Source: an optimization exercise on an open RTL-to-GDS flow (aim: small area). Production flows keep margins and buffers that such runs may drop.
The RTL was checked by simulation tests, not by an equivalence proof against the original design.
The clock cells of runs 5 to 8 come from the design's own scripts or RTL, not from TritonCTS.
The flow treats the clock pin as an ideal source. Dropping or thinning the clock tree relies on that and would not hold on a real chip.
No activity file was given, so power comes from the tool's default toggle rates.

File: design/flow/design.v
module stopwatch (
    input clk,
    input pb_rst,
    input pb_pause,
    input sw_select,
    input sw_mode,
    output [6:0] seven_seg,
    output [3:0] anode_count,
    output [1:0] Led
);
  wire rst = pb_rst;
  reg [4:0] q;
  reg [9:0] b;
  reg [3:0] d;
  wire slot_end = q[4] & q[3];
  wire [10:0] b_inc = {1'b0, b} + {10'd0, slot_end};
  wire tick = b_inc[10];
  wire [4:0] d_inc = {1'b0, d} + {4'd0, tick};
  wire d_wrap = d_inc[4];
  always @(posedge clk) begin
    if (rst) begin
      q <= 5'b10010;
      b <= 10'd1023;
      d <= 4'd6;
    end else begin
      q <= ~{q[3:0], q[4]};
      b <= b_inc[9:0] | {5'd0, tick, tick, 3'd0};
      d <= d_inc[3:0] | {1'b0, d_wrap, d_wrap, 1'b0};
    end
  end
  wire clk10 = d[0] ^ tick;
  wire d_first  = ~d[3] & ~d[0];
  wire d_second = ~d[2] & d[1] & d[0];
  reg [16:0] p;
  reg pause;
  wire p_x = (p == 17'h05555);
  always @(posedge clk) begin
    if (rst | ~pb_pause) p <= 17'h155d4;
    else p <= {~p[15:0], (p[16] ^ p[13]) | p_x};
    if (rst) pause <= 1'b0;
    else if (p_x) pause <= ~pause;
  end
  reg [3:0] s1;
  reg [2:0] s10;
  reg [3:0] m1;
  reg [2:0] m10;
  wire upd = tick & ~pause & (d_first | (sw_mode & d_second));
  wire selmin = sw_mode & sw_select;
  wire s1_9 = s1[3] & s1[0];
  wire s_max = s1_9 & s10[2] & s10[0];
  wire m1_9 = m1[3] & m1[0];
  wire m_max = m1_9 & m10[2] & m10[0];
  wire m_63 = m10[2] & m10[1] & m1[1] & m1[0];
  wire s_inc = upd & ~selmin;
  wire m_inc = upd & (selmin | s_max);
  always @(posedge clk) begin
    if (rst) begin
      s1 <= 4'd0;
      s10 <= 3'd0;
      m1 <= 4'd0;
      m10 <= 3'd0;
    end else begin
      if (s_inc) begin
        if (s1_9) begin
          s1 <= 4'd0;
          s10 <= (s10[2] & s10[0]) ? 3'd0 : s10 + 3'd1;
        end else s1 <= s1 + 4'd1;
      end
      if (m_inc) begin
        if ((m_max & s_max) | m_63) begin
          m1 <= 4'd0;
          m10 <= 3'd0;
        end else if (m1_9) begin
          m1 <= 4'd0;
          m10 <= m10 + 3'd1;
        end else m1 <= m1 + 4'd1;
      end
    end
  end
  reg [3:0] dig;
  always @(*) begin
    case (b[1:0])
      2'd3: dig = {1'b0, m10};
      2'd0: dig = m1;
      2'd1: dig = {1'b0, s10};
      default: dig = s1;
    endcase
  end
  reg [6:0] seg;
  always @(*) begin
    case (dig)
      4'd0: seg = 7'b0000001;
      4'd1: seg = 7'b1001111;
      4'd2: seg = 7'b0010010;
      4'd3: seg = 7'b0000110;
      4'd4: seg = 7'b1001100;
      4'd5: seg = 7'b0100100;
      4'd6: seg = 7'b0100000;
      4'd7: seg = 7'b0001111;
      4'd8: seg = 7'b0000000;
      4'd9: seg = 7'b0000100;
      default: seg = 7'b1111111;
    endcase
  end
  wire show_min = b[1] ~^ b[0];
  wire blank = clk10 & sw_mode & ~pause & ~(sw_select ^ show_min);
  assign seven_seg = seg | {7{blank}};
  assign anode_count = {b[1:0] != 2'd3, b[1:0] != 2'd0, b[1:0] != 2'd1, b[1:0] != 2'd2};
  assign Led = {pause, rst};
endmodule
File: design/flow/config.mk
export PLATFORM = sky130hd
export DESIGN_NAME = stopwatch
export DESIGN_NICKNAME = stopwatch
export VERILOG_FILES = /design/flow/design.v
export SDC_FILE = /design/flow/constraint.sdc
export NUM_CORES = 4
export LEC_CHECK = 0
export CAP_MARGIN = 20
export CORE_MARGIN = 2
export CORE_UTILIZATION = 40
export SLEW_MARGIN = 20
File: design/flow/flow/abc.script
strash
dc2
&get -n
&dch -f
&nf -R 1000 -a
&put
File: design/flow/standard.sh
#!/bin/bash
# synth_recipe.tcl (not shown) runs the flow's synth.tcl, then flattens the netlist and writes it again
# the make line also repeats each setting of config.mk as NAME=value (left out here)
make -C /OpenROAD-flow-scripts/flow DESIGN_CONFIG=/design/flow/config.mk WORK_HOME=/design/flow/orfs CLKGATE_MAP_FILE= SYNTH_SCRIPT=/design/flow/synth_recipe.tcl "${@:-finish}"
File: design/flow/flow/run.sh
#!/bin/bash
# Own layout flow: the standard ORFS flow, with
#  - synthesis mapped by an area-oriented abc script (flow/abc.script) and no
#    half/full-adder extraction; everything else in synth_recipe.tcl unchanged
#  - small buffers on the ports
#  - a clock tree with no dummy loads
set -euo pipefail
W=$PWD
cat > $W/my_synth.tcl <<EOS
proc abc {args} {
  set i [lsearch -exact \$args -script]
  if {\$i >= 0} { set args [lreplace \$args [expr {\$i + 1}] [expr {\$i + 1}] $W/flow/abc.script] }
  yosys abc {*}\$args
}
source $W/synth_recipe.tcl
EOS
bash standard.sh SYNTH_SCRIPT=$W/my_synth.tcl ADDER_MAP_FILE= \
  "BUFFER_PORTS_ARGS=-buffer_cell sky130_fd_sc_hd__buf_1" \
  "CTS_ARGS=-repair_clock_nets -dont_use_dummy_load -buf_list sky130_fd_sc_hd__clkbuf_8 -root_buf sky130_fd_sc_hd__clkbuf_8" \
  finish > $W/standard.log 2>&1
File: design/flow/constraint.sdc
create_clock -name core_clock -period 10.0 [get_ports {clk}]
set_input_delay 2.0000 -clock core_clock [delete_from_list [all_inputs] [get_ports {clk}]]
set_output_delay 2.0000 -clock core_clock [all_outputs]
set_load 0.01 [all_outputs]
==> impl_metrics.py, run 1 <==
metrics = {
    "outcome": {
        "status": "no timing/DRC/antenna violations",
    },
    "cells_and_area": {
        "syn2layout_area_growth_pct": 10.7,
        "diodes": 0,
        "nNetsFinal": 255,
        "final_common_cell": "dfxtp_1",
        "mostFrequentLayoutCells": "51 x dfxtp_1, 35 x nor2_1, 30 x nand2_1, 19 x a21oi_1, 17 x buf_1",
        "seq_area_sq_um": 1020,
        "multi_input_area_sq_um": 901,
        "num-fill-cells": 481,
        "layout-drive-gt1-share": 0.0242,
        "final_area_sq_um": 2170,
    },
    "clock_tree": {
        "cts_buffers": 5,
        "clk_pin_slew_ps": 80,
        "post_cts_buffers": 0,
        "hold_buffers": 0,
        "ctsResizeCount": 0,
        "htreeDepth": 2,
        "cts_tree": "built",
        "clock_path_buffers": 2,
        "root_buffer": "clkbuf_8",
        "insertion_delay_ps": 300,
        "clock_sinks": 51,
    },
    "pwr": {
        "power_density_nw_per_um2": 171,
        "total_power_mw": 0.370,
        "peakVddDrop_v": 0.0000797,
        "power_leakage_nw": 0.829,
    },
    "logic_synthesis": {
        "synth_adder_area_share": 0,
        "synth_edf_count": 0,
        "synthXorXnorAreaFrac": 0.0358,
        "async_flop_share": 0,
        "ys_ff_latch": 51,
        "synth.distinct_cells": 35,
        "yosys_warnings": 1,
        "synth-main-ff-cell": "dfxtp_1",
        "ys_seq_area_frac": 0.521,
        "synthCells": 227,
        "syn-num-nets": 232,
        "synth_top_family_by_area": "simple AND/OR/NAND/NOR gates",
        "syn-mean-instance-area_sq_um": 8.63,
        "yosys.area_share.simple": 0.266,
        "synth_compound_area_frac": 0.158,
        "synthesis.area_sq_um": 1960,
        "yosys-mux-area-fraction": 0,
    },
    "die": {
        "rows": 25,
        "core_sq_um": 4720,
        "die_y_um": 74.0,
        "die-area_sq_um": 5470,
        "ios": 18,
        "start_util": 0.415,
        "die_w_um": 74.0,
    },
    "routing": {
        "drc_errors": 0,
        "drt-total-wl_um": 3500,
        "drt-pass1-iter-count": 4,
        "wire_per_inst_um": 11.1,
        "drt_iter0_markers": 99,
        "num_vias": 1551,
        "ant_nets": 0,
        "viasPerCell": 4.92,
    },
    "critical_path": {
        "arrival_ps": 3150,
        "cp_max_fo": 9,
        "slowest_delay_ps": 460,
        "path_cells": "and3_1 > and3_1 > nand3_1 > nor2_1 > and4_1 > and2_0 > xnor2_1 > o32a_1 > o211ai_1 > buf_1",
        "crit_slowest_cell": "dfxtp_1",
        "cp_common_cell": "and3_1",
        "cp-end-kind": "primary output",
        "crit_start": "b[0]",
        "worstSetupPathType": "register to primary output",
        "cp_data_required_time_ps": 8000,
        "critPathLaunchType": "register",
        "timing.rr.start": "b[0]",
    },
    "placed_design": {
        "dpl.hpwl_um": 2490,
        "io_buffers": 17,
        "postPlaceCellArea_sq_um": 2100,
        "place_congestion": 0.745,
    },
    "sta": {
        "finalMaxSlewViolations": 0,
        "tightest_slew_ps": 628,
        "setup_viol": 0,
        "layout_min_cycle_time_ps": 5150,
        "holdWs_ps": 379,
        "slew_headroom": 0.580,
        "finalHoldViolCount": 0,
        "period_share": 0.515,
        "fmax_mhz": 194,
        "rsz0062_at_grt": "false",
        "tns_ps": 0,
        "fin_skew_ps": 21.3,
    },
    "global_route": {
        "grt_pass1_wl_um": 5860,
        "grt_use_total": 0.137,
        "gr-total-overflow": 0,
        "first_global_vias": 1307,
        "grt_max_degree": 30,
        "antenna_found_initial": 0,
    },
    "job": {
        "maxCapViolCount": 0,
    },
    "hold_path": {
        "hold_path_class": "register to register",
        "hp-start": "q[0]",
    },
}
worst paths after layout:
path / to / slack [ps] / depth (start not counted)
min reg2reg: q[1] / 380 / 1
max reg2reg: m10[2] / 6500 / 13
max: seven_seg[3] / 4850 / 10
min: q[1] / 380 / 1
through the flow:
| step | utilization | instances | setup slack [ps] |
|---|---|---|---|
| floorplan | - | 227 | 5170 |
| global placement | 0.445 | 310 | 4960 |
| detailed placement | 0.445 | 310 | 4930 |
| CTS | 0.459 | 315 | 4800 |
| global route | 0.459 | 315 | 4490 |
| finish | 0.459 | 315 | 4850 |
power by group:
part	total (mW)	switching [mW]	internal [mW]
registers	0.220	0.00817	0.212
clock network	0.106	0.0604	0.0453
logic	0.0443	0.0263	0.0180
registers in the layout, indices dropped and copies added, names as in the netlist:
register	cells
d	4
s1	4
m10	3
m1	4
q	5
p	17
b	10
s10	3
pause	1
cell families after synthesis:
logic type | after synthesis
and+or+nand+nor | 110
DFF | 51
buffers and inverters | 8
AOI/OAI and AO/OA | 50
xor gates and xnor gates | 8
layout make-up:
| cell class | count | area share |
|---|---|---|
| Clock buffer | 5 | 0.0317 |
| Inverter | 6 | 0.0104 |
| Multi-Input combinational cell | 168 | 0.415 |
| Sequential cell | 51 | 0.471 |
| Tap cell | 67 | 0.0387 |
| Timing Repair Buffer | 18 | 0.0329 |
worst max-delay path, delay by kind of cell, from the launching register on:
family,cells,cell delay [ps]
xor+xnor,1,150
simple gates,6,1540
flops,1,460
buf+inv,1,170
compound gates,2,540
layer usage:
layer / vias up / wire (um) / share of wire / track usage
met5: - / 0 / 0 / 0
met4: 0 / 29 / 0.0083 / 0.0667
met3: 4 / 178 / 0.051 / 0.0298
met2: 34 / 1460 / 0.42 / 0.198
met1: 687 / 1830 / 0.52 / 0.194
li1: 826 / - / - / -
cell usage after synthesis, types with 3 or more instances:
cell / count / share of area
a31oi_1: 4 / 0.013
nor2b_1: 5 / 0.016
nor2_1: 35 / 0.067
clkinv_1: 6 / 0.011
xor2_1: 3 / 0.013
dfxtp_1: 51 / 0.52
o21ai_0: 8 / 0.020
nand2_1: 30 / 0.057
nand3_1: 6 / 0.015
o21bai_1: 7 / 0.027
a21o_1: 3 / 0.011
a21oi_1: 19 / 0.049
nor3_1: 7 / 0.018
nand4_1: 3 / 0.0096
xnor2_1: 5 / 0.022
nand2b_1: 7 / 0.022
and3_1: 7 / 0.022
==> inputs of run 2 (changes only) <==
--- a/design/flow/flow/run.sh
+++ b/design/flow/flow/run.sh
@@ -16,5 +16,5 @@
 EOS
 bash standard.sh SYNTH_SCRIPT=$W/my_synth.tcl ADDER_MAP_FILE= \
   "BUFFER_PORTS_ARGS=-buffer_cell sky130_fd_sc_hd__buf_1" \
-  "CTS_ARGS=-repair_clock_nets -dont_use_dummy_load -buf_list sky130_fd_sc_hd__clkbuf_8 -root_buf sky130_fd_sc_hd__clkbuf_8" \
+  "CTS_ARGS=-repair_clock_nets -dont_use_dummy_load -buf_list sky130_fd_sc_hd__clkbuf_16 -root_buf sky130_fd_sc_hd__clkbuf_16" \
   finish > $W/standard.log 2>&1
==> run 2 against run 1 <==
  * Routed wire length rose by 0.89%
  * Area after synthesis is the same
  * Via count down 0.19%
  * Utilization grew 1.2 points
  * Clock power up 43%
  * Clock skew fell by 7.8 ps
  * Sequential cell count unchanged
  * Worst setup slack worse by 17 ps
  * Register-to-register slack lost 30 ps
  * First-iteration DRC count fell by 13%
  * Sequential share of layout area shrank 1.2 points
  * Critical endpoint unchanged
  * Largest power group unchanged
==> impl_metrics.py, run 2 <==
metrics = {
    "pwr": {
        "share_comb_of_total_power": 0.107,
        "power_frac_clock": 0.365,
        "power_leakage_nw": 0.855,
        "intPower_mw": 0.319,
        "p_seq_frac": 0.528,
        "switchingPower_mw": 0.0988,
        "power.share.switching": 0.237,
        "peakVddDrop_v": 0.0000969,
        "power_density_nw_per_um2": 188,
    },
    "routing": {
        "drc_errors": 0,
        "drt_iter0_markers": 86,
        "wire_per_inst_um": 11.2,
        "ant_nets": 0,
        "viasPerCell": 4.91,
        "drt-total-wl_um": 3530,
        "drt-pass1-iter-count": 4,
        "num_vias": 1548,
    },
    "cells_and_area": {
        "multi_input_area_sq_um": 901,
        "mostFrequentLayoutCells": "51 x dfxtp_1, 35 x nor2_1, 30 x nand2_1, 19 x a21oi_1, 17 x buf_1",
        "num-fill-cells": 474,
        "nNetsFinal": 255,
        "syn2layout_area_growth_pct": 13.5,
        "final_common_cell": "dfxtp_1",
        "largest_register_ff_count": 17,
        "diodes": 0,
        "biggestRegsByFlops": "p (17), b (10), q (5)",
        "seq_area_sq_um": 1020,
        "max_flop_register": "p",
        "layout-drive-gt1-share": 0.0242,
    },
    "global_route": {
        "grt.met2_usage": 0.201,
        "met1_usage": 0.191,
        "grt_max_degree": 30,
        "met3_usage": 0.0379,
        "grt_use_total": 0.138,
        "gr-max-usage-layer": "met2",
        "first_global_vias": 1297,
        "grt_pass1_wl_um": 5850,
        "antenna_found_initial": 0,
        "gr-total-overflow": 0,
    },
    "sta": {
        "period_share": 0.516,
        "slew_headroom": 0.593,
        "layout_min_cycle_time_ps": 5160,
        "holdWs_ps": 375,
        "fin_skew_ps": 13.5,
        "finalMaxSlewViolations": 0,
        "rsz0062_at_grt": "false",
        "tightest_slew_ps": 610,
        "finalHoldViolCount": 0,
        "tns_ps": 0,
        "fmax_mhz": 194,
        "layout_setup_ws_ps": 4840,
        "setup_viol": 0,
    },
    "clock_tree": {
        "cts_buffers": 5,
        "cts_tree": "built",
        "clock_sinks": 51,
        "ctsResizeCount": 0,
        "hold_buffers": 0,
        "insertion_delay_ps": 280,
        "htreeDepth": 2,
        "clk_pin_slew_ps": 60,
        "root_buffer": "clkbuf_16",
        "clock_path_buffers": 2,
        "post_cts_buffers": 0,
    },
    "critical_path": {
        "arrival_ps": 3160,
        "worstSetupPathType": "register to primary output",
        "regToRegEndpoint": "m10[2]",
        "cp_data_required_time_ps": 8000,
        "reg2regPathDepth": 13,
        "crit_path_end": "seven_seg[3]",
        "critPathLaunchType": "register",
        "timing.rr.start": "b[0]",
        "cp-end-kind": "primary output",
        "rrSetupSlack_ps": 6470,
        "cp_max_fo": 9,
        "crit_start": "b[0]",
    },
    "logic_synthesis": {
        "synth-main-ff-cell": "dfxtp_1",
        "synth_top_area_cell": "dfxtp_1",
        "syn-mean-instance-area_sq_um": 8.63,
        "synthesis.area_sq_um": 1960,
        "ys_seq_area_frac": 0.521,
        "syn-num-nets": 232,
        "async_flop_share": 0,
        "synth_area_leaders": "dfxtp_1 52%, nor2_1 6.7%, nand2_1 5.7%, a21oi_1 4.9%, o21bai_1 2.7%",
        "synth_edf_count": 0,
        "synthCells": 227,
        "synth.distinct_cells": 35,
        "yosysMostFrequentCell": "dfxtp_1",
        "yosys_warnings": 1,
        "ys_ff_latch": 51,
        "synth_top_area_frac": 0.521,
        "synthTopCellsByCount": "51 x dfxtp_1, 35 x nor2_1, 30 x nand2_1",
    },
    "die": {
        "start_util": 0.415,
        "rows": 25,
        "die_y_um": 74.0,
        "die-area_sq_um": 5470,
        "die_w_um": 74.0,
        "ios": 18,
        "core_sq_um": 4720,
    },
    "hold_path": {
        "hold_path_class": "register to register",
    },
    "outcome": {
        "status": "no timing/DRC/antenna violations",
    },
    "placed_design": {
        "dpl.hpwl_um": 2490,
        "place_congestion": 0.745,
        "io_buffers": 17,
        "pre_cts_ws_ps": 4930,
    },
    "job": {
        "maxCapViolCount": 0,
    },
}
-- run 2: changes by cell type in the layout (fill, tap and decap cells not counted) --
cell	change
clkbuf_8	-5
clkbuf_16	+5
-- run 2: through the flow --
stage | power (mW) | utilization | instance area, sq um | instances
3_5_place_dp | 0.270 | 0.445 | 2100 | 310
4_1_cts | 0.424 | 0.471 | 2220 | 315
3_3_place_gp | 0.269 | 0.445 | 2100 | 310
6_report | 0.418 | 0.471 | 2220 | 315
2_1_floorplan | 0.256 | - | 1960 | 227
5_1_grt | 0.438 | 0.471 | 2220 | 315
-- run 2: layer usage --
layer	vias to the layer above	wire, um
met5	-	0
met4	0	63
met3	4	151
met2	27	1480
met1	687	1840
li1	830	-
-- run 2: cells by family (layout without fill, tap and decap cells) --
family / Yosys count / count (layout) / synth area share
simple gates: 110 / 110 / 0.266
flops: 51 / 51 / 0.521
compound gates: 50 / 50 / 0.158
xor+xnor: 8 / 8 / 0.0358
buf+inv: 8 / 29 / 0.0192
-- run 2: layout make-up --
type / count / area share
Inverter: 6 / 0.0101
Clock buffer: 5 / 0.0562
Timing Repair Buffer: 18 / 0.0321
Multi-Input combinational cell: 168 / 0.405
Tap cell: 67 / 0.0377
Sequential cell: 51 / 0.459
-- run 2: power groups by stage --
stage               Sequential (mW)  Clock [mW]  Combinational (mW)
finish                        0.221       0.152              0.0445
global route                  0.222       0.165              0.0507
global placement              0.225           0              0.0442
floorplan                     0.223           0              0.0332
CTS                           0.221       0.158              0.0451
detailed placement            0.225           0              0.0448
-- run 2: worst min path at each step --
stage / endpoint / cells past startpoint / start
CTS: q[1] / 1 / q[0]
detailed placement: q[1] / 1 / q[0]
floorplan: p[16] / 1 / p[15]
global placement: p[16] / 1 / p[15]
finish: q[1] / 1 / q[0]
global route: q[2] / 1 / q[1]
-- run 2: worst max-delay path, cell delays in order, from the launching register on --
cell      delay [ps]
dfxtp_1          450
and3_1           270
and3_1           300
nand3_1          140
nor2_1           240
and4_1           270
and2_0           360
xnor2_1          150
o32a_1           420
o211ai_1         120
buf_1            170
==> inputs of run 3 (changes only) <==
--- a/design/flow/flow/run.sh
+++ b/design/flow/flow/run.sh
@@ -16,5 +16,5 @@
 EOS
 bash standard.sh SYNTH_SCRIPT=$W/my_synth.tcl ADDER_MAP_FILE= \
   "BUFFER_PORTS_ARGS=-buffer_cell sky130_fd_sc_hd__buf_1" \
-  "CTS_ARGS=-repair_clock_nets -dont_use_dummy_load -buf_list sky130_fd_sc_hd__clkbuf_16 -root_buf sky130_fd_sc_hd__clkbuf_16" \
+  "CTS_ARGS=-sink_clustering_enable -repair_clock_nets -dont_use_dummy_load" \
   finish > $W/standard.log 2>&1
==> run 3 against run 2 <==
  * Still clean on timing, DRC and antenna
  * Power fell by 11%
  * Sequential cell count unchanged
  * Maximum frequency grew 0.33%
  * Critical endpoint unchanged
  * Largest cell class unchanged
  * Largest power group unchanged
  * Highest routed layer unchanged
==> impl_metrics.py, run 3 <==
metrics = {
    "routing": {
        "drt_iter0_markers": 99,
        "num_vias": 1551,
        "viasPerCell": 4.92,
        "wire_per_inst_um": 11.1,
        "ant_nets": 0,
        "drt-pass1-iter-count": 4,
        "drt-total-wl_um": 3500,
        "drc_errors": 0,
    },
    "pwr": {
        "switchingPower_mw": 0.0949,
        "peakVddDrop_v": 0.0000797,
        "power_density_nw_per_um2": 171,
        "share_comb_of_total_power": 0.120,
        "power_frac_clock": 0.285,
        "power.share.switching": 0.256,
        "power_leakage_nw": 0.829,
        "p_seq_frac": 0.595,
        "intPower_mw": 0.276,
    },
    "critical_path": {
        "arrival_ps": 3150,
        "rrSetupSlack_ps": 6500,
        "reg2regPathDepth": 13,
        "cp_max_fo": 9,
        "slowest_delay_ps": 460,
        "crit_path_end": "seven_seg[3]",
        "cp_num_buf_inv": 1,
        "cp_common_cell": "and3_1",
        "timing.rr.start": "b[0]",
        "path_cells": "and3_1 > and3_1 > nand3_1 > nor2_1 > and4_1 > and2_0 > xnor2_1 > o32a_1 > o211ai_1 > buf_1",
        "regToRegEndpoint": "m10[2]",
        "cp_num_cells": 10,
        "critPathLaunchType": "register",
        "worstSetupPathType": "register to primary output",
        "cp_data_required_time_ps": 8000,
        "cp-end-kind": "primary output",
        "critical_path.top_delay_family": "simple AND/OR/NAND/NOR gates",
        "crit_start": "b[0]",
        "crit_slowest_cell": "dfxtp_1",
    },
    "clock_tree": {
        "insertion_delay_ps": 300,
        "hold_buffers": 0,
        "cts_tree": "built",
        "ctsResizeCount": 0,
        "post_cts_buffers": 0,
        "cts_buffers": 5,
        "clk_pin_slew_ps": 80,
        "clock_sinks": 51,
        "htreeDepth": 2,
        "clock_path_buffers": 2,
        "root_buffer": "clkbuf_8",
    },
    "cells_and_area": {
        "final_util": 0.459,
        "nNetsFinal": 255,
        "final_common_cell": "dfxtp_1",
        "diodes": 0,
        "syn2layout_area_growth_pct": 10.7,
        "layout-drive-gt1-share": 0.0242,
        "biggestRegsByFlops": "p (17), b (10), q (5)",
        "max_flop_register": "p",
        "largest_register_ff_count": 17,
        "mostFrequentLayoutCells": "51 x dfxtp_1, 35 x nor2_1, 30 x nand2_1, 19 x a21oi_1, 17 x buf_1",
    },
    "die": {
        "die_w_um": 74.0,
        "die-area_sq_um": 5470,
        "die_y_um": 74.0,
        "start_util": 0.415,
        "core_sq_um": 4720,
        "rows": 25,
        "ios": 18,
    },
    "logic_synthesis": {
        "synth_edf_count": 0,
        "synth_top_area_frac": 0.521,
        "ys_ff_latch": 51,
        "synth_area_leaders": "dfxtp_1 52%, nor2_1 6.7%, nand2_1 5.7%, a21oi_1 4.9%, o21bai_1 2.7%",
        "syn-mean-instance-area_sq_um": 8.63,
        "synthTopCellsByCount": "51 x dfxtp_1, 35 x nor2_1, 30 x nand2_1",
        "async_flop_share": 0,
        "synth-main-ff-cell": "dfxtp_1",
        "ys_seq_area_frac": 0.521,
        "synthCells": 227,
        "yosys_warnings": 1,
        "syn-num-nets": 232,
        "synthesis.area_sq_um": 1960,
        "yosysMostFrequentCell": "dfxtp_1",
        "synth_top_area_cell": "dfxtp_1",
        "synth.distinct_cells": 35,
    },
    "sta": {
        "rsz0062_at_grt": "false",
        "slew_headroom": 0.580,
        "setup_viol": 0,
        "finalHoldViolCount": 0,
        "tightest_slew_ps": 628,
        "fmax_mhz": 194,
        "layout_min_cycle_time_ps": 5150,
        "fin_skew_ps": 21.3,
        "finalMaxSlewViolations": 0,
        "tns_ps": 0,
        "period_share": 0.515,
    },
    "placed_design": {
        "place_congestion": 0.745,
        "io_buffers": 17,
        "dpl.hpwl_um": 2490,
    },
    "global_route": {
        "grt_pass1_wl_um": 5860,
        "gr-total-overflow": 0,
        "grt_use_total": 0.137,
        "first_global_vias": 1307,
        "antenna_found_initial": 0,
        "grt_max_degree": 30,
    },
    "hold_path": {
        "hold_path_class": "register to register",
    },
    "outcome": {
        "status": "no timing/DRC/antenna violations",
    },
    "job": {
        "maxCapViolCount": 0,
    },
}
[run 3: changes by cell type in the layout (fill, tap and decap cells not counted)]
cell / delta
clkbuf_16: -5
clkbuf_8: +5
[run 3: area by class of cell]
type,count,area (sq um)
timing repair buffer,18,71.3
clock buffer,5,68.8
inverter,6,22.5
sequential,51,1020
tap,67,83.8
multi-input combinational,168,901
fill,481,2550
[run 3: logic make-up after synthesis]
| logic type | Yosys count | share of synthesized area |
|---|---|---|
| flip-flops | 51 | 0.521 |
| XOR/XNOR | 8 | 0.0358 |
| buffers and inverters | 8 | 0.0192 |
| AO/OA/AOI/OAI | 50 | 0.158 |
| AND/OR/NAND/NOR | 110 | 0.266 |
[run 3: worst min path at each step]
stage	startpoint	to	cells past startpoint
2_1_floorplan	p[15]	p[16]	1
3_3_place_gp	p[15]	p[16]	1
3_5_place_dp	q[0]	q[1]	1
4_1_cts	q[0]	q[1]	1
5_1_grt	q[1]	q[2]	1
6_report	q[0]	q[1]	1
[run 3: stage by stage]
step                      hold slack (ps)  total power [mW]  worst slack, ps  cells  cell area [sq um]
after floorplan                       353             0.256             5170    227               1960
after global placement                360             0.269             4960    310               2100
after detailed placement              365             0.270             4930    310               2100
after CTS                             383             0.375             4800    315               2170
after global routing                  390             0.389             4490    315               2170
final                                 379             0.370             4850    315               2170
[run 3: power by group through the flow]
stage / combinational (mW) / clock (mW) / sequential (mW)
finish: 0.0443 / 0.106 / 0.220
global route: 0.0507 / 0.116 / 0.222
CTS: 0.0449 / 0.109 / 0.220
detailed placement: 0.0448 / 0 / 0.225
global placement: 0.0442 / 0 / 0.225
floorplan: 0.0332 / 0 / 0.223
[run 3: routing by layer]
metal	part of all wire	track usage
met5	0	0
met4	0.0083	0.0667
met3	0.051	0.0298
met2	0.42	0.198
met1	0.52	0.194
==> inputs of run 4 (changes only) <==
--- a/design/flow/flow/run.sh
+++ b/design/flow/flow/run.sh
@@ -16,5 +16,5 @@
 EOS
 bash standard.sh SYNTH_SCRIPT=$W/my_synth.tcl ADDER_MAP_FILE= \
   "BUFFER_PORTS_ARGS=-buffer_cell sky130_fd_sc_hd__buf_1" \
-  "CTS_ARGS=-sink_clustering_enable -repair_clock_nets -dont_use_dummy_load" \
+  "CTS_ARGS=-repair_clock_nets -dont_use_dummy_load -sink_clustering_enable -sink_clustering_size 60 -sink_clustering_max_diameter 400 -buf_list sky130_fd_sc_hd__clkbuf_8 -root_buf sky130_fd_sc_hd__clkbuf_8" \
   finish > $W/standard.log 2>&1
==> run 4 against run 3 <==
  * First-iteration DRC count unchanged
  * Clock-buffer cell count unchanged
  * Maximum frequency stayed put
  * Non-clock buffer count stayed put
  * Sequential power barely moved
  * Highest routed layer unchanged
  * Register-to-register slack about the same
  * Sequential cell count stayed put
  * Hold slack unchanged
  * Routed wire length is the same
  * Largest power group unchanged
  * Via count stayed put
  * Area after synthesis unchanged
  * Final cell count unchanged
==> impl_metrics.py, run 4 <==
metrics = {
    "routing": {
        "viasPerCell": 4.92,
        "drt-total-wl_um": 3500,
        "drc_errors": 0,
        "num_vias": 1551,
        "wire_per_inst_um": 11.1,
        "drt_iter0_markers": 99,
        "drt-pass1-iter-count": 4,
        "ant_nets": 0,
    },
    "die": {
        "die_y_um": 74.0,
        "start_util": 0.415,
        "die_w_um": 74.0,
        "die-area_sq_um": 5470,
        "core_sq_um": 4720,
        "rows": 25,
        "ios": 18,
    },
    "global_route": {
        "first_global_vias": 1307,
        "grt_max_degree": 30,
        "antenna_found_initial": 0,
        "gr-total-overflow": 0,
        "grt_pass1_wl_um": 5860,
        "grt_use_total": 0.137,
    },
    "cells_and_area": {
        "largest_register_ff_count": 17,
        "mostFrequentLayoutCells": "51 x dfxtp_1, 35 x nor2_1, 30 x nand2_1, 19 x a21oi_1, 17 x buf_1",
        "layout-drive-gt1-share": 0.0242,
        "biggestRegsByFlops": "p (17), b (10), q (5)",
        "syn2layout_area_growth_pct": 10.7,
        "final_common_cell": "dfxtp_1",
        "nNetsFinal": 255,
        "diodes": 0,
        "max_flop_register": "p",
    },
    "pwr": {
        "intPower_mw": 0.276,
        "power.share.switching": 0.256,
        "power_density_nw_per_um2": 171,
        "share_comb_of_total_power": 0.120,
        "power_leakage_nw": 0.829,
        "p_seq_frac": 0.595,
        "power_frac_clock": 0.285,
        "peakVddDrop_v": 0.0000797,
        "switchingPower_mw": 0.0949,
    },
    "sta": {
        "fmax_mhz": 194,
        "fin_skew_ps": 21.3,
        "tns_ps": 0,
        "rsz0062_at_grt": "false",
        "layout_min_cycle_time_ps": 5150,
        "layout_setup_ws_ps": 4850,
        "slew_headroom": 0.580,
        "setup_viol": 0,
        "finalHoldViolCount": 0,
        "tightest_slew_ps": 628,
        "finalMaxSlewViolations": 0,
        "period_share": 0.515,
    },
    "placed_design": {
        "pre_cts_ws_ps": 4930,
        "place_congestion": 0.745,
        "dpl.hpwl_um": 2490,
        "io_buffers": 17,
    },
    "logic_synthesis": {
        "ys_seq_area_frac": 0.521,
        "synth_edf_count": 0,
        "synthesis.area_sq_um": 1960,
        "syn-num-nets": 232,
        "yosysMostFrequentCell": "dfxtp_1",
        "synth_top_area_frac": 0.521,
        "synth.distinct_cells": 35,
        "ys_ff_latch": 51,
        "syn-mean-instance-area_sq_um": 8.63,
        "yosys_warnings": 1,
        "synthCells": 227,
        "synth_top_area_cell": "dfxtp_1",
        "synth_area_leaders": "dfxtp_1 52%, nor2_1 6.7%, nand2_1 5.7%, a21oi_1 4.9%, o21bai_1 2.7%",
        "synthTopCellsByCount": "51 x dfxtp_1, 35 x nor2_1, 30 x nand2_1",
        "async_flop_share": 0,
        "synth-main-ff-cell": "dfxtp_1",
    },
    "critical_path": {
        "cp-end-kind": "primary output",
        "critPathLaunchType": "register",
        "cp_num_buf_inv": 1,
        "arrival_ps": 3150,
        "worstSetupPathType": "register to primary output",
        "path_cells": "and3_1 > and3_1 > nand3_1 > nor2_1 > and4_1 > and2_0 > xnor2_1 > o32a_1 > o211ai_1 > buf_1",
        "cp_data_required_time_ps": 8000,
        "cp_common_cell": "and3_1",
        "crit_slowest_cell": "dfxtp_1",
        "cp_max_fo": 9,
        "critical_path.top_delay_family": "simple AND/OR/NAND/NOR gates",
        "slowest_delay_ps": 460,
    },
    "clock_tree": {
        "cts_tree": "built",
        "root_buffer": "clkbuf_8",
        "insertion_delay_ps": 300,
        "htreeDepth": 2,
        "hold_buffers": 0,
        "ctsResizeCount": 0,
        "clk_pin_slew_ps": 80,
        "clock_path_buffers": 2,
        "clock_sinks": 51,
        "cts_buffers": 5,
        "post_cts_buffers": 0,
    },
    "hold_path": {
        "hold_path_class": "register to register",
    },
    "job": {
        "maxCapViolCount": 0,
    },
    "outcome": {
        "status": "no timing/DRC/antenna violations",
    },
}
[run 4: cell counts after synthesis]
No cell type changed its count.
[run 4: per-stage QoR]
step	hold WS (ps)	power, mW	cell area [sq um]	instances	utilization
finish	379	0.370	2170	315	0.459
global placement	360	0.269	2100	310	0.445
CTS	383	0.375	2170	315	0.459
detailed placement	365	0.270	2100	310	0.445
global route	390	0.389	2170	315	0.459
floorplan	353	0.256	1960	227	-
[run 4: layout make-up]
cell class	instances	area [sq um]
Sequential cell	51	1020
Inverter	6	22.5
Timing Repair Buffer	18	71.3
Multi-Input combinational cell	168	901
Fill cell	481	2550
Tap cell	67	83.8
Clock buffer	5	68.8
[run 4: logic make-up (layout without fill, tap and decap cells)]
kind of cell / Yosys count / after routing / share of synthesized area
compound gates: 50 / 50 / 0.158
simple gates: 110 / 110 / 0.266
buf+inv: 8 / 29 / 0.0192
flops: 51 / 51 / 0.521
xor+xnor: 8 / 8 / 0.0358
[run 4: path summary, 6_finish.rpt]
check	from	to	slack [ps]	cells after the start
worst max-delay path	b[0]	seven_seg[3]	4850	10
worst min-delay path	q[0]	q[1]	380	1
worst min register to register	q[0]	q[1]	380	1
worst max register to register	b[0]	m10[2]	6500	13
[run 4: layer usage]
metal | up-vias | wire, um | global-route usage
met4 | 0 | 29 | 0.0667
met2 | 34 | 1460 | 0.198
met3 | 4 | 178 | 0.0298
met5 | - | 0 | 0
met1 | 687 | 1830 | 0.194
li1 | 826 | - | -
[run 4: worst reg2reg max path, delay by kind of cell (launching register included)]
kind / cells / cell delay (ps)
AO/OA/AOI/OAI: 2 / 740
flip-flops: 1 / 460
XOR/XNOR: 1 / 140
AND/OR/NAND/NOR: 10 / 2060
[run 4: power by group through the flow]
stage          registers (mW)  clock network (mW)  logic (mW)
2_1_floorplan           0.223                   0      0.0332
3_3_place_gp            0.225                   0      0.0442
3_5_place_dp            0.225                   0      0.0448
4_1_cts                 0.220               0.109      0.0449
5_1_grt                 0.222               0.116      0.0507
6_report                0.220               0.106      0.0443
==> inputs of run 5 (changes only) <==
==> design/flow/flow/run.sh (replaced) <==
#!/bin/bash
# Own layout flow: the standard ORFS flow, with
#  - synthesis mapped by an area-oriented abc script (flow/abc.script) and no
#    half/full-adder extraction; everything else in synth_recipe.tcl unchanged
#  - small buffers on the ports
#  - a clock tree of one buffer (flow/pre_cts.tcl)
set -euo pipefail
W=$PWD
cat > $W/my_synth.tcl <<EOS
proc abc {args} {
  set i [lsearch -exact \$args -script]
  if {\$i >= 0} { set args [lreplace \$args [expr {\$i + 1}] [expr {\$i + 1}] $W/flow/abc.script] }
  yosys abc {*}\$args
}
source $W/synth_recipe.tcl
EOS
export FLOW_CLK_BUF=sky130_fd_sc_hd__clkbuf_8
export FLOW_CLK_K=3
bash standard.sh SYNTH_SCRIPT=$W/my_synth.tcl ADDER_MAP_FILE= \
  "BUFFER_PORTS_ARGS=-buffer_cell sky130_fd_sc_hd__buf_1" \
  PRE_CTS_TCL=$W/flow/pre_cts.tcl \
  finish > $W/standard.log 2>&1
==> design/flow/flow/pre_cts.tcl (new file) <==
# Clock tree: the flip-flops are split into CLK_K groups by position (k-means);
# each group gets one clock buffer at its centroid, and the clock port drives
# only those buffers.
set block [ord::get_db_block]
set dbu [$block getDbUnitsPerMicron]
set k $::env(FLOW_CLK_K)
set pins {}
foreach it [[$block findNet clk] getITerms] {
  set loc [[$it getInst] getLocation]
  lappend pins [list [$it getName] [expr {double([lindex $loc 0]) / $dbu}] [expr {double([lindex $loc 1]) / $dbu}]]
}
set pins [lsort -real -index 1 $pins]
set n [llength $pins]
# initial centres: spread along x
set cents {}
for {set c 0} {$c < $k} {incr c} {
  set p [lindex $pins [expr {int(($c + 0.5) * $n / $k)}]]
  lappend cents [list [lindex $p 1] [lindex $p 2]]
}
for {set iter 0} {$iter < 20} {incr iter} {
  set groups {}
  for {set c 0} {$c < $k} {incr c} { lappend groups {} }
  foreach p $pins {
    set best 0
    set bd 1e30
    for {set c 0} {$c < $k} {incr c} {
      set cc [lindex $cents $c]
      set d [expr {abs([lindex $p 1] - [lindex $cc 0]) + abs([lindex $p 2] - [lindex $cc 1])}]
      if {$d < $bd} { set bd $d; set best $c }
    }
    lset groups $best [concat [lindex $groups $best] [list $p]]
  }
  set cents {}
  foreach g $groups {
    set sx 0.0
    set sy 0.0
    foreach p $g { set sx [expr {$sx + [lindex $p 1]}]; set sy [expr {$sy + [lindex $p 2]}] }
    set m [llength $g]
    if {$m == 0} { set m 1 }
    lappend cents [list [expr {$sx / $m}] [expr {$sy / $m}]]
  }
}
set c 0
foreach g $groups cc $cents {
  if {[llength $g] == 0} { continue }
  set loads {}
  foreach p $g { lappend loads [get_pins [lindex $p 0]] }
  puts "clock buffer $c: [llength $g] sinks at $cc"
  insert_buffer -buffer_cell $::env(FLOW_CLK_BUF) -net clk -load_pins $loads -location $cc -buffer_name clkbuf_$c -net_name clk_leaf_$c
  incr c
}
rename clock_tree_synthesis orig_clock_tree_synthesis
proc clock_tree_synthesis {args} {
  puts "clock_tree_synthesis skipped: the clock buffers were inserted by pre_cts.tcl"
}
==> run 5 against run 4 <==
  * Still clean on timing, DRC and antenna
  * Power decreased by 7.7%
  * First-iteration DRC count down 9.1%
  * Final area is 1.3% lower
  * Global-route usage is 1.2 points lower
  * Clock skew is 2.3 ps lower
  * Maximum frequency rose by 1.5%
  * Synthesized cell count unchanged
==> impl_metrics.py, run 5 <==
metrics = {
    "hold_path": {
        "hold_path_end": "q[3]",
        "whs_path_depth": 1,
        "hold_path_class": "register to register",
        "hp-start": "q[2]",
    },
    "cells_and_area": {
        "mostFrequentLayoutCells": "51 x dfxtp_1, 35 x nor2_1, 30 x nand2_1, 19 x a21oi_1, 17 x buf_1",
        "diodes": 0,
        "syn2layout_area_growth_pct": 9.26,
        "nNetsFinal": 253,
        "largest_register_ff_count": 17,
        "final_area_sq_um": 2140,
        "final_common_cell": "dfxtp_1",
        "num-fill-cells": 482,
        "biggestRegsByFlops": "p (17), b (10), q (5)",
        "max_flop_register": "p",
        "layout-drive-gt1-share": 0.0163,
    },
    "logic_synthesis": {
        "async_flop_share": 0,
        "synth-main-ff-cell": "dfxtp_1",
        "yosys_warnings": 1,
        "synth_edf_count": 0,
        "ys_ff_latch": 51,
        "synth_top_area_cell": "dfxtp_1",
        "syn-mean-instance-area_sq_um": 8.63,
        "synth.distinct_cells": 35,
        "synth_top_area_frac": 0.521,
        "syn-num-nets": 232,
        "synthCells": 227,
        "synthesis.area_sq_um": 1960,
        "synth_area_leaders": "dfxtp_1 52%, nor2_1 6.7%, nand2_1 5.7%, a21oi_1 4.9%, o21bai_1 2.7%",
        "ys_seq_area_frac": 0.521,
        "yosysMostFrequentCell": "dfxtp_1",
        "synthTopCellsByCount": "51 x dfxtp_1, 35 x nor2_1, 30 x nand2_1",
    },
    "routing": {
        "drt-total-wl_um": 3410,
        "drt_iter0_markers": 90,
        "wire_per_inst_um": 10.9,
        "viasPerCell": 4.89,
        "drc_errors": 0,
        "num_vias": 1532,
        "drt-pass1-iter-count": 4,
        "ant_nets": 0,
    },
    "die": {
        "rows": 25,
        "ios": 18,
        "die_w_um": 74.0,
        "core_sq_um": 4720,
        "start_util": 0.415,
        "die-area_sq_um": 5470,
        "die_y_um": 74.0,
    },
    "sta": {
        "period_share": 0.507,
        "fmax_mhz": 197,
        "layout_min_cycle_time_ps": 5070,
        "tns_ps": 0,
        "finalHoldViolCount": 0,
        "tightest_slew_ps": 607,
        "rsz0062_at_grt": "false",
        "slew_headroom": 0.595,
        "finalMaxSlewViolations": 0,
        "fin_skew_ps": 19.0,
        "setup_viol": 0,
    },
    "global_route": {
        "grt_pass1_wl_um": 5750,
        "grt_max_degree": 30,
        "grt_use_total": 0.125,
        "antenna_found_initial": 0,
        "first_global_vias": 1279,
        "gr-total-overflow": 0,
    },
    "placed_design": {
        "postPlaceCellArea_sq_um": 2100,
        "place_congestion": 0.745,
        "dpl.hpwl_um": 2490,
        "io_buffers": 17,
    },
    "critical_path": {
        "cp_data_required_time_ps": 8000,
        "rrSetupSlack_ps": 6480,
        "reg2regPathDepth": 13,
        "cp-end-kind": "primary output",
        "cp_max_fo": 7,
        "worstSetupPathType": "primary input to primary output",
        "arrival_ps": 3070,
        "timing.rr.start": "b[0]",
        "regToRegEndpoint": "m10[2]",
        "critPathLaunchType": "primary input",
    },
    "pwr": {
        "peakVddDrop_v": 0.000121,
        "power_density_nw_per_um2": 160,
        "intPower_mw": 0.258,
        "switchingPower_mw": 0.0838,
        "power.share.switching": 0.245,
        "power_leakage_nw": 0.815,
        "power_frac_clock": 0.226,
        "p_seq_frac": 0.644,
        "share_comb_of_total_power": 0.129,
    },
    "clock_tree": {
        "clk_pin_slew_ps": 110,
        "ctsResizeCount": 0,
        "insertion_delay_ps": 170,
        "post_cts_buffers": 0,
        "hold_buffers": 0,
    },
    "job": {
        "maxCapViolCount": 0,
    },
    "outcome": {
        "status": "no timing/DRC/antenna violations",
    },
}
==> run 5: power groups by stage <==
| stage | Clock, mW | Combinational (mW) | Sequential (mW) |
|---|---|---|---|
| global placement | 0 | 0.0442 | 0.225 |
| finish | 0.0773 | 0.0442 | 0.220 |
| floorplan | 0 | 0.0332 | 0.223 |
| CTS | 0.0584 | 0.0448 | 0.225 |
| detailed placement | 0 | 0.0448 | 0.225 |
| global route | 0.0878 | 0.0507 | 0.222 |
==> run 5: how the worst max path moves through the flow <==
stage                    from            to  slack (ps)
finish              sw_select  seven_seg[3]        4930
global route             b[0]  seven_seg[1]        4600
CTS                 sw_select  seven_seg[3]        4930
detailed placement  sw_select  seven_seg[3]        4930
global placement    sw_select  seven_seg[3]        4960
floorplan           sw_select  seven_seg[1]        5170
==> run 5: per-stage QoR <==
| stage | hold slack, ps | utilization | std cells | setup slack [ps] | power (mW) |
|---|---|---|---|---|---|
| 2_1_floorplan | 353 | - | 227 | 5170 | 0.256 |
| 3_3_place_gp | 360 | 0.445 | 310 | 4960 | 0.269 |
| 3_5_place_dp | 365 | 0.445 | 310 | 4930 | 0.270 |
| 4_1_cts | 365 | 0.453 | 313 | 4930 | 0.328 |
| 5_1_grt | 394 | 0.453 | 313 | 4600 | 0.361 |
| 6_report | 381 | 0.453 | 313 | 4930 | 0.342 |
==> run 5: layout make-up, without the clock buffers <==
cell class	instances	area (sq um)	share of cell area
sequential	51	1020	0.477
inverter	6	22.5	0.0105
timing repair buffer	18	71.3	0.0333
multi-input combinational	168	901	0.421
tap	67	83.8	0.0392
==> run 5: kinds of logic (layout without fill, tap and decap cells) <==
group / Yosys count / after routing / synth area share
flip-flops: 51 / 51 / 0.521
XOR/XNOR: 8 / 8 / 0.0358
AND/OR/NAND/NOR: 110 / 110 / 0.266
buffers and inverters: 8 / 27 / 0.0192
AO/OA/AOI/OAI: 50 / 50 / 0.158
==> run 5: layer usage <==
layer / track usage / routed length (um) / vias to the layer above
li1: - / - / 822
met1: 0.185 / 1790 / 685
met2: 0.207 / 1470 / 23
met3: 0.0122 / 133 / 2
met4: 0.00808 / 19 / 0
met5: 0 / 0 / -
==> run 5: worst max-delay path: stages <==
cell and delay, ps:
buf_1 110, or3_1 370, nand3_1 80, o32a_1 250, o211ai_1 120, buf_1 140
==> inputs of run 6 (changes only) <==
==> design/flow/flow/abc.script (replaced) <==
strash
&get -n
&deepsyn -T 30 -S 2
&dch -f
&nf -R 1000 -a
&put
==> run 6 against run 5 <==
  * Still clean
  * Combinational power is 1% lower
  * Clock power shrank 0.5%
  * Die area down 0.85%
  * Global-route usage rose by 0.96 points
  * Hold slack improved by 1.1 ps
  * Sequential share of layout area is 0.76 points higher
  * Final cell count fell by 5.8%
==> impl_metrics.py, run 6 <==
metrics = {
    "routing": {
        "drc_errors": 0,
        "wire_per_inst_um": 11.4,
        "num_vias": 1529,
        "drt-total-wl_um": 3370,
        "viasPerCell": 5.18,
        "drt_iter0_markers": 79,
        "drt-pass1-iter-count": 4,
        "ant_nets": 0,
    },
    "global_route": {
        "grt_use_total": 0.134,
        "grt_pass1_wl_um": 6150,
        "grt_max_degree": 32,
        "antenna_found_initial": 0,
        "gr-total-overflow": 0,
        "first_global_vias": 1454,
    },
    "sta": {
        "holdWs_ps": 382,
        "fin_skew_ps": 6.08,
        "rsz0062_at_grt": "false",
        "setup_viol": 0,
        "finalMaxSlewViolations": 0,
        "tns_ps": 0,
        "fmax_mhz": 176,
        "tightest_slew_ps": 617,
        "layout_setup_ws_ps": 4310,
        "period_share": 0.569,
        "layout_min_cycle_time_ps": 5690,
        "finalHoldViolCount": 0,
        "slew_headroom": 0.588,
    },
    "die": {
        "rows": 25,
        "die-area_sq_um": 5430,
        "start_util": 0.414,
        "core_sq_um": 4690,
        "ios": 18,
        "die_w_um": 73.7,
        "die_y_um": 73.7,
    },
    "cells_and_area": {
        "diodes": 0,
        "seq_area_sq_um": 1020,
        "nNetsFinal": 248,
        "biggestRegsByFlops": "p (17), b (10), q (5)",
        "final_util": 0.449,
        "final_common_cell": "dfxtp_1",
        "largest_register_ff_count": 17,
        "syn2layout_area_growth_pct": 8.51,
        "mostFrequentLayoutCells": "51 x dfxtp_1, 33 x nor2_1, 31 x nand2_1, 17 x buf_1, 10 x a21oi_1",
        "num-fill-cells": 486,
        "max_flop_register": "p",
        "layout-drive-gt1-share": 0.0166,
        "multi_input_area_sq_um": 872,
    },
    "placed_design": {
        "pre_cts_ws_ps": 4310,
        "io_buffers": 17,
        "place_congestion": 0.842,
        "dpl.hpwl_um": 2560,
    },
    "pwr": {
        "total_power_mw": 0.340,
        "peakVddDrop_v": 0.0000944,
        "power_density_nw_per_um2": 162,
        "power_leakage_nw": 0.805,
    },
    "logic_synthesis": {
        "synthTopCellsByCount": "51 x dfxtp_1, 33 x nor2_1, 31 x nand2_1",
        "synthCells": 222,
        "async_flop_share": 0,
        "synth.distinct_cells": 35,
        "synth_top_area_frac": 0.526,
        "synth-main-ff-cell": "dfxtp_1",
        "yosysMostFrequentCell": "dfxtp_1",
        "syn-mean-instance-area_sq_um": 8.75,
        "ys_ff_latch": 51,
        "synth_edf_count": 0,
        "yosys_warnings": 1,
        "ys_seq_area_frac": 0.526,
        "synthesis.area_sq_um": 1940,
        "synth_top_area_cell": "dfxtp_1",
        "synth_area_leaders": "dfxtp_1 53%, nor2_1 6.4%, nand2_1 6.0%, xnor2_1 2.7%, a21oi_1 2.6%",
        "syn-num-nets": 227,
    },
    "clock_tree": {
        "clk_pin_slew_ps": 100,
        "post_cts_buffers": 0,
        "ctsResizeCount": 0,
        "hold_buffers": 0,
        "insertion_delay_ps": 160,
    },
    "critical_path": {
        "crit_slowest_cell": "or3_1",
        "slowest_delay_ps": 360,
        "arrival_ps": 3690,
        "critPathLaunchType": "primary input",
        "worstSetupPathType": "primary input to primary output",
        "path_cells": "buf_1 > or3_1 > nand3_1 > o32a_1 > a21boi_0 > a21boi_0 > o21bai_1 > o21ai_0 > buf_1",
        "cp-end-kind": "primary output",
        "cp_max_fo": 5,
        "cp_data_required_time_ps": 8000,
    },
    "job": {
        "maxCapViolCount": 0,
    },
    "outcome": {
        "status": "no timing/DRC/antenna violations",
    },
    "hold_path": {
        "hold_path_class": "register to register",
    },
}
## run 6: layer usage
| metal | track usage | part of all wire | up-vias |
|---|---|---|---|
| li1 | - | - | 804 |
| met1 | 0.184 | 0.50 | 700 |
| met2 | 0.234 | 0.46 | 19 |
| met3 | 0.0137 | 0.033 | 6 |
| met4 | 0.0182 | 0.012 | 0 |
| met5 | 0 | 0 | - |
## run 6: cell families (layout without fill, tap and decap cells)
family          Yosys count  after routing  synth area share
mux                       1              1           0.00580
flops                    51             51             0.526
xor+xnor                  9              9            0.0406
simple gates            104            104             0.250
compound gates           46             46             0.153
buf+inv                  11             30            0.0251
## run 6: worst paths after layout
path | start | to | slack, ps | cells past startpoint
setup / recovery | sw_select | seven_seg[5] | 4310 | 9
hold / removal | p[6] | p[7] | 380 | 1
setup reg to reg | b[0] | m10[2] | 6210 | 16
hold reg to reg | p[6] | p[7] | 380 | 1
## run 6: layout make-up, without the clock buffers
cell class              instances  share of cell area
repair buffers                 18              0.0338
inverters                       9              0.0160
flip-flops and latches         51               0.485
multi-input cells             160               0.414
well taps                      54              0.0321
## run 6: per-stage QoR
stage	cell area, sq um	cells
detailed placement	2070	292
global route	2110	295
finish	2110	295
floorplan	1940	222
CTS	2110	295
global placement	2070	292
## run 6: where the power goes
group | internal (mW) | total (mW) | switching (mW) | leakage [nW]
clock network | 0.0279 | 0.0769 | 0.0490 | 0.0216
registers | 0.212 | 0.220 | 0.00752 | 0.415
logic | 0.0178 | 0.0436 | 0.0258 | 0.368
total | 0.258 | 0.340 | 0.0823 | 0.805
## run 6: worst max-delay path, delay by kind of cell
family                 cells  cell delay (ps)
AO/OA/AOI/OAI              5              980
AND/OR/NAND/NOR            2              440
buffers and inverters      2              260
==> inputs of run 7 (changes only) <==
==> design/flow/flow/abc.script (replaced) <==
strash
dc2
&get -n
&dch -f
&nf -R 1000 -a
&put
--- a/design/flow/config.mk
+++ b/design/flow/config.mk
@@ -7,5 +7,5 @@
 export LEC_CHECK = 0
 export CAP_MARGIN = 20
 export CORE_MARGIN = 2
-export CORE_UTILIZATION = 40
+export CORE_UTILIZATION = 70
 export SLEW_MARGIN = 20
==> run 7 against run 6 <==
  * Still clean on timing, DRC and antenna
  * Hold slack better by 3.8 ps
  * Maximum frequency up 11%
  * Area after synthesis up 0.90%
  * Power down 0.14%
  * Sequential power about the same
  * Register-to-register slack better by 190 ps
  * Final area down 0.53%
  * Worst setup slack better by 550 ps
  * Critical path type is now register to primary output
  * Critical endpoint unchanged
  * Largest cell class unchanged
  * Highest routed layer unchanged
==> impl_metrics.py, run 7 <==
metrics = {
    "outcome": {
        "status": "no timing/DRC/antenna violations",
    },
    "critical_path": {
        "rrSetupSlack_ps": 6400,
        "cp-end-kind": "primary output",
        "arrival_ps": 3140,
        "regToRegEndpoint": "m10[2]",
        "cp_common_cell": "and3_1",
        "timing.rr.start": "b[0]",
        "path_cells": "and3_1 > and3_1 > nand3_1 > nor2_1 > and4_1 > and2_0 > xnor2_1 > o32a_1 > o21ai_0 > buf_1",
        "cp_max_fo": 9,
        "worstSetupPathType": "register to primary output",
        "cp_data_required_time_ps": 8000,
        "reg2regPathDepth": 13,
        "critPathLaunchType": "register",
        "slowest_delay_ps": 470,
        "crit_slowest_cell": "dfxtp_1",
    },
    "cells_and_area": {
        "syn2layout_area_growth_pct": 6.96,
        "final_common_cell": "dfxtp_1",
        "layout-drive-gt1-share": 0.0163,
        "diodes": 0,
        "mostFrequentLayoutCells": "51 x dfxtp_1, 35 x nor2_1, 30 x nand2_1, 19 x a21oi_1, 17 x buf_1",
        "nNetsFinal": 253,
        "biggestRegsByFlops": "p (17), b (10), q (5)",
        "largest_register_ff_count": 17,
        "final_area_sq_um": 2100,
        "max_flop_register": "p",
    },
    "sta": {
        "slew_headroom": 0.630,
        "tns_ps": 0,
        "finalMaxSlewViolations": 0,
        "period_share": 0.514,
        "finalHoldViolCount": 0,
        "layout_min_cycle_time_ps": 5140,
        "tightest_slew_ps": 555,
        "rsz0062_at_grt": "false",
        "fin_skew_ps": 29.7,
        "fmax_mhz": 194,
        "holdWs_ps": 386,
        "setup_viol": 0,
    },
    "placed_design": {
        "place_congestion": 0.993,
        "io_buffers": 17,
        "postPlaceCellArea_sq_um": 2050,
        "dpl.hpwl_um": 2600,
    },
    "logic_synthesis": {
        "synthCells": 227,
        "synth-main-ff-cell": "dfxtp_1",
        "ys_ff_latch": 51,
        "synth_top_area_cell": "dfxtp_1",
        "synthesis.area_sq_um": 1960,
        "ys_seq_area_frac": 0.521,
        "syn-num-nets": 232,
        "async_flop_share": 0,
        "yosys_warnings": 1,
        "synth_area_leaders": "dfxtp_1 52%, nor2_1 6.7%, nand2_1 5.7%, a21oi_1 4.9%, o21bai_1 2.7%",
        "yosysMostFrequentCell": "dfxtp_1",
        "synth.distinct_cells": 35,
        "synthTopCellsByCount": "51 x dfxtp_1, 35 x nor2_1, 30 x nand2_1",
        "syn-mean-instance-area_sq_um": 8.63,
        "synth_edf_count": 0,
        "synth_top_area_frac": 0.521,
    },
    "global_route": {
        "grt_pass1_wl_um": 5980,
        "gr-total-overflow": 0,
        "gr-max-usage-layer": "met2",
        "grt.met2_usage": 0.392,
        "antenna_found_initial": 0,
        "first_global_vias": 1465,
        "grt_max_degree": 30,
        "met1_usage": 0.300,
        "met3_usage": 0.00922,
        "grt_use_total": 0.220,
    },
    "die": {
        "start_util": 0.723,
        "die_y_um": 56.9,
        "ios": 18,
        "die_w_um": 56.9,
        "die-area_sq_um": 3240,
        "core_sq_um": 2710,
        "rows": 19,
    },
    "pwr": {
        "power_density_nw_per_um2": 162,
        "peakVddDrop_v": 0.000177,
        "power_leakage_nw": 0.815,
    },
    "hold_path": {
        "whs_path_depth": 1,
        "hold_path_class": "register to register",
        "hold_path_end": "p[2]",
        "hp-start": "p[1]",
    },
    "routing": {
        "viasPerCell": 5.77,
        "drt-total-wl_um": 3410,
        "ant_nets": 0,
        "wire_per_inst_um": 12.3,
        "num_vias": 1599,
        "drc_errors": 0,
        "drt-pass1-iter-count": 4,
        "drt_iter0_markers": 119,
    },
    "clock_tree": {
        "ctsResizeCount": 0,
        "clk_pin_slew_ps": 110,
        "post_cts_buffers": 0,
        "hold_buffers": 0,
        "insertion_delay_ps": 160,
    },
    "job": {
        "maxCapViolCount": 0,
    },
}
==> run 7: cell count changes after synthesis, sizes merged, moves of 2 or more <==
cell,delta
a21oi,+9
a31oi,-2
and3,+2
clkinv,-3
nor2,+2
nor2b,+2
o22ai,-2
or2,-3
==> run 7: worst max path at each step <==
stage | start | endpoint | slack, ps | cells past startpoint
after floorplan | sw_select | seven_seg[1] | 5170 | 4
after global placement | sw_select | seven_seg[3] | 4970 | 6
after detailed placement | sw_select | seven_seg[5] | 4910 | 6
after CTS | sw_select | seven_seg[5] | 4900 | 6
after global routing | b[0] | seven_seg[5] | 4500 | 10
final | b[0] | seven_seg[5] | 4860 | 10
==> run 7: cell families after synthesis <==
group / synth area share
and+or+nand+nor: 0.266
DFF: 0.521
AOI/OAI and AO/OA: 0.158
xor gates and xnor gates: 0.0358
buffers and inverters: 0.0192
==> run 7: routing by layer <==
metal	share of wire	wire, um
met1	0.45	1520
met2	0.50	1710
met3	0.040	136
met4	0.012	42
met5	0	0
==> run 7: area by class of cell, without the clock buffers <==
type | count | area, sq um
inverter | 6 | 22.5
timing repair buffer | 18 | 71.3
tap | 31 | 38.8
multi-input combinational | 168 | 901
fill | 203 | 614
sequential | 51 | 1020
==> run 7: metrics by stage <==
stage	utilization	cells	setup slack [ps]	power (mW)
detailed placement	0.758	274	4910	0.270
CTS	0.773	277	4900	0.329
global placement	0.758	274	4970	0.267
floorplan	-	227	5170	0.256
finish	0.773	277	4860	0.340
global route	0.773	277	4500	0.356
==> run 7: worst max-delay path: cells and delay by family, from the launching register on <==
family	cells	cell delay [ps]
AO/OA/AOI/OAI	2	550
flip-flops	1	470
XOR/XNOR	1	170
buffers and inverters	1	170
AND/OR/NAND/NOR	6	1600
==> run 7: power by group <==
part           switching (mW)  internal (mW)  leakage (nW)
Combinational          0.0274         0.0180         0.378
Sequential            0.00834          0.212         0.415
Clock                  0.0460         0.0278        0.0216
==> inputs of run 8 (changes only) <==
--- a/design/flow/design.v
+++ b/design/flow/design.v
@@ -9,21 +9,21 @@
     output [1:0] Led
 );
   wire rst = pb_rst;
-  reg [4:0] q;
+  reg [3:0] q;
   reg [9:0] b;
   reg [3:0] d;
-  wire slot_end = q[4] & q[3];
+  wire slot_end = ~q[2] & ~q[1] & ~q[0];
   wire [10:0] b_inc = {1'b0, b} + {10'd0, slot_end};
   wire tick = b_inc[10];
   wire [4:0] d_inc = {1'b0, d} + {4'd0, tick};
   wire d_wrap = d_inc[4];
   always @(posedge clk) begin
     if (rst) begin
-      q <= 5'b10010;
+      q <= 4'b0111;
       b <= 10'd1023;
       d <= 4'd6;
     end else begin
-      q <= ~{q[3:0], q[4]};
+      q <= {~q[2:0], q[3] ^ (q[2] & ~q[0])};
       b <= b_inc[9:0] | {5'd0, tick, tick, 3'd0};
       d <= d_inc[3:0] | {1'b0, d_wrap, d_wrap, 1'b0};
     end
==> design/flow/flow/abc.script (replaced) <==
strash
&get -n
&deepsyn -T 30 -S 2
&dch -f
&nf -R 1000 -a
&put
--- a/design/flow/config.mk
+++ b/design/flow/config.mk
@@ -7,5 +7,5 @@
 export LEC_CHECK = 0
 export CAP_MARGIN = 20
 export CORE_MARGIN = 2
-export CORE_UTILIZATION = 70
+export CORE_UTILIZATION = 40
 export SLEW_MARGIN = 20
==> run 8 against run 7 <==
  * Highest routed layer unchanged
  * Clock skew fell by 6.5 ps
  * Critical path type unchanged
  * Clock power grew 3.7%
  * Sequential share of layout area is 1.0 points lower
  * Synthesized cell count shrank 4.0%
==> impl_metrics.py, run 8 <==
metrics = {
    "outcome": {
        "status": "no timing/DRC/antenna violations",
    },
    "die": {
        "core_sq_um": 4690,
        "die-area_sq_um": 5410,
        "rows": 25,
        "start_util": 0.412,
        "ios": 18,
        "die_w_um": 73.5,
        "die_y_um": 73.5,
    },
    "placed_design": {
        "dpl.hpwl_um": 2540,
        "postPlaceCellArea_sq_um": 2060,
        "pre_cts_ws_ps": 4690,
        "dpl.cell_count": 288,
        "io_buffers": 17,
        "place_congestion": 0.730,
    },
    "critical_path": {
        "cp_data_required_time_ps": 8000,
        "regToRegEndpoint": "s10[1]",
        "crit_slowest_cell": "nor3_1",
        "critical_path.top_delay_family": "simple AND/OR/NAND/NOR gates",
        "slowest_delay_ps": 360,
        "cp-end-kind": "primary output",
        "critPathLaunchType": "register",
        "reg2regPathDepth": 14,
        "rrSetupSlack_ps": 6060,
        "cp_common_cell": "and3_1",
        "timing.rr.start": "q[2]",
        "cp_max_fo": 6,
        "cp_num_buf_inv": 1,
        "worstSetupPathType": "register to primary output",
        "path_cells": "nor3_1 > nor2b_1 > and4_1 > and3_1 > and2_0 > and3_1 > xnor2_1 > o32a_1 > o211ai_1 > o21a_1 > nand2b_1 > o21ai_0 > buf_1",
        "arrival_ps": 3530,
    },
    "cells_and_area": {
        "num-fill-cells": 476,
        "diodes": 0,
        "final_area_sq_um": 2100,
        "largest_register_ff_count": 17,
        "biggestRegsByFlops": "p (17), b (10)",
        "syn2layout_area_growth_pct": 8.54,
        "nNetsFinal": 244,
        "mostFrequentLayoutCells": "50 x dfxtp_1, 33 x nor2_1, 23 x nand2_1, 18 x a21oi_1, 17 x buf_1",
        "final_common_cell": "dfxtp_1",
        "finalNonFillerCells": 291,
        "layout-drive-gt1-share": 0.0169,
        "max_flop_register": "p",
    },
    "global_route": {
        "gr-total-overflow": 0,
        "grt_max_degree": 28,
        "first_global_vias": 1283,
        "antenna_found_initial": 0,
        "grt_use_total": 0.126,
        "grt_pass1_wl_um": 5750,
    },
    "hold_path": {
        "hp-start": "p[1]",
        "hold_path_end": "p[2]",
        "whs_path_depth": 1,
        "hold_path_class": "register to register",
    },
    "logic_synthesis": {
        "synthCells": 218,
        "synth_top_family_by_area": "simple AND/OR/NAND/NOR gates",
        "yosysMostFrequentCell": "dfxtp_1",
        "yosys-mux-area-fraction": 0,
        "synthesis.area_sq_um": 1930,
        "synthXorXnorAreaFrac": 0.0453,
        "synth_top_area_frac": 0.517,
        "synth-main-ff-cell": "dfxtp_1",
        "syn-num-nets": 223,
        "synth_compound_area_frac": 0.153,
        "syn-mean-instance-area_sq_um": 8.87,
        "synth_top_area_cell": "dfxtp_1",
        "yosys_warnings": 1,
        "synth_edf_count": 0,
        "async_flop_share": 0,
        "synth.distinct_cells": 35,
        "ys_seq_area_frac": 0.517,
        "synth_adder_area_share": 0,
        "ys_ff_latch": 50,
        "synth_area_leaders": "dfxtp_1 52%, nor2_1 6.4%, a21oi_1 4.7%, nand2_1 4.5%, xnor2_1 3.6%",
        "synthTopCellsByCount": "50 x dfxtp_1, 33 x nor2_1, 23 x nand2_1",
        "yosys.area_share.simple": 0.270,
    },
    "sta": {
        "tns_ps": 0,
        "fin_skew_ps": 23.2,
        "layout_min_cycle_time_ps": 5530,
        "finalMaxSlewViolations": 0,
        "period_share": 0.553,
        "layout_setup_ws_ps": 4470,
        "rsz0062_at_grt": "false",
        "slew_headroom": 0.588,
        "finalHoldViolCount": 0,
        "fmax_mhz": 181,
        "setup_viol": 0,
        "tightest_slew_ps": 616,
    },
    "routing": {
        "drt-total-wl_um": 3470,
        "wire_per_inst_um": 11.9,
        "met2_length_um": 1390,
        "top_layer_used": "met4",
        "dr_wl_met3_um": 117,
        "drt-pass1-iter-count": 4,
        "drt_iter0_markers": 70,
        "ant_nets": 0,
        "drc_errors": 0,
        "viasPerCell": 5.12,
        "m1WireLength_um": 1920,
        "num_vias": 1490,
    },
    "clock_tree": {
        "insertion_delay_ps": 170,
        "hold_buffers": 0,
        "clk_pin_slew_ps": 120,
        "ctsResizeCount": 0,
        "post_cts_buffers": 0,
    },
    "job": {
        "maxCapViolCount": 0,
    },
    "pwr": {
        "total_power_mw": 0.309,
        "peakVddDrop_v": 0.000143,
        "power_density_nw_per_um2": 147,
        "power_leakage_nw": 0.822,
    },
}
run 8: changes by cell type in the layout (fill, tap and decap cells not counted), sizes merged, moves of 4 or more:
| cell | before | now |
|---|---|---|
| nand2 | 30 | 23 |
| nor3 | 7 | 11 |
| o22ai | 0 | 4 |
| nand2b | 7 | 11 |
run 8: worst max path at each step:
| stage | from | cells after the start | slack (ps) | endpoint |
|---|---|---|---|---|
| after floorplan | sw_select | 6 | 4750 | seven_seg[5] |
| after global placement | sw_select | 8 | 4740 | seven_seg[5] |
| after detailed placement | sw_select | 8 | 4690 | seven_seg[5] |
| after CTS | sw_select | 8 | 4680 | seven_seg[5] |
| after global routing | q[2] | 13 | 4180 | seven_seg[5] |
| final | q[2] | 13 | 4470 | seven_seg[5] |
run 8: metal layers:
metal  up-vias  GRT usage
met5         -          0
met2        16      0.191
li1        799          -
met3         3     0.0151
met1       672      0.196
met4         0     0.0141
run 8: power by group:
part           leakage [nW]  internal, mW  switching (mW)  total (mW)
combinational         0.394        0.0106          0.0162      0.0268
sequential            0.406         0.203         0.00286       0.206
clock                0.0216        0.0279          0.0487      0.0765
total                 0.822         0.242          0.0678       0.309
run 8: layout make-up, without the clock buffers:
cell class                      instances  area [sq um]  area share
Inverter                                3          11.3     0.00536
Multi-Input combinational cell        163           907       0.432
Sequential cell                        50          1000       0.477
Tap cell                               54          67.6      0.0322
Timing Repair Buffer                   18          71.3      0.0340
run 8: logic make-up (layout without fill, tap and decap cells):
kind of cell	after synthesis	count (layout)
AO/OA/AOI/OAI	47	47
XOR/XNOR	10	10
buffers and inverters	5	24
flip-flops	50	50
AND/OR/NAND/NOR	106	106
run 8: stage by stage:
step	hold slack, ps	util
after global routing	382	0.447
after global placement	360	0.439
after CTS	363	0.447
final	375	0.447
after detailed placement	363	0.439
after floorplan	353	-

==> port drivers added, routing unchanged <==
No port has a modelled driver above. Below, the same layouts with a new extraction and two added sets of constraints. Step 1, drivers: a clkbuf_16 drives clk and a buf_2 each remaining input, both assumed. Step 2, shift: input delay + t, output delay - t, t = (earliest + latest rising clock arrival at the registers) / 2. This alone moves slack from input paths to output paths. Slacks: ideal / step 1 / step 2; pairs: ideal / step 1.
| run | t (ns) | slack for setup (ns) | hold WS [ns] | latest minus earliest clock arrival (ns) | worst register clock-pin slew, ns |
|---|---|---|---|---|---|
| run 1 | 0.315 | 4.854 / 4.829 / 4.910 | 0.379 / 0.379 / 0.379 | 0.021 / 0.022 | 0.09 / 0.09 |
| run 2 | 0.309 | 4.837 / 4.805 / 4.910 | 0.375 / 0.375 / 0.375 | 0.014 / 0.013 | 0.07 / 0.07 |
| run 3 | 0.315 | 4.854 / 4.829 / 4.910 | 0.379 / 0.379 / 0.379 | 0.021 / 0.022 | 0.09 / 0.09 |
| run 4 | 0.315 | 4.854 / 4.829 / 4.910 | 0.379 / 0.379 / 0.379 | 0.021 / 0.022 | 0.09 / 0.09 |
| run 5 | 0.197 | 4.932 / 4.909 / 4.909 | 0.381 / 0.381 / 0.381 | 0.019 / 0.019 | 0.11 / 0.11 |
| run 6 | 0.198 | 4.306 / 4.269 / 4.269 | 0.382 / 0.382 / 0.382 | 0.007 / 0.007 | 0.10 / 0.10 |
| run 7 | 0.190 | 4.856 / 4.816 / 4.875 | 0.386 / 0.386 / 0.386 | 0.030 / 0.030 | 0.11 / 0.11 |
| run 8 | 0.205 | 4.468 / 4.420 / 4.625 | 0.375 / 0.375 / 0.375 | 0.023 / 0.023 | 0.12 / 0.12 |
After both steps setup and hold are still met in every run listed. For run 6, which loses most, drivers alone change the setup slack by -0.037 ns; drivers and shift together by -0.037 ns.
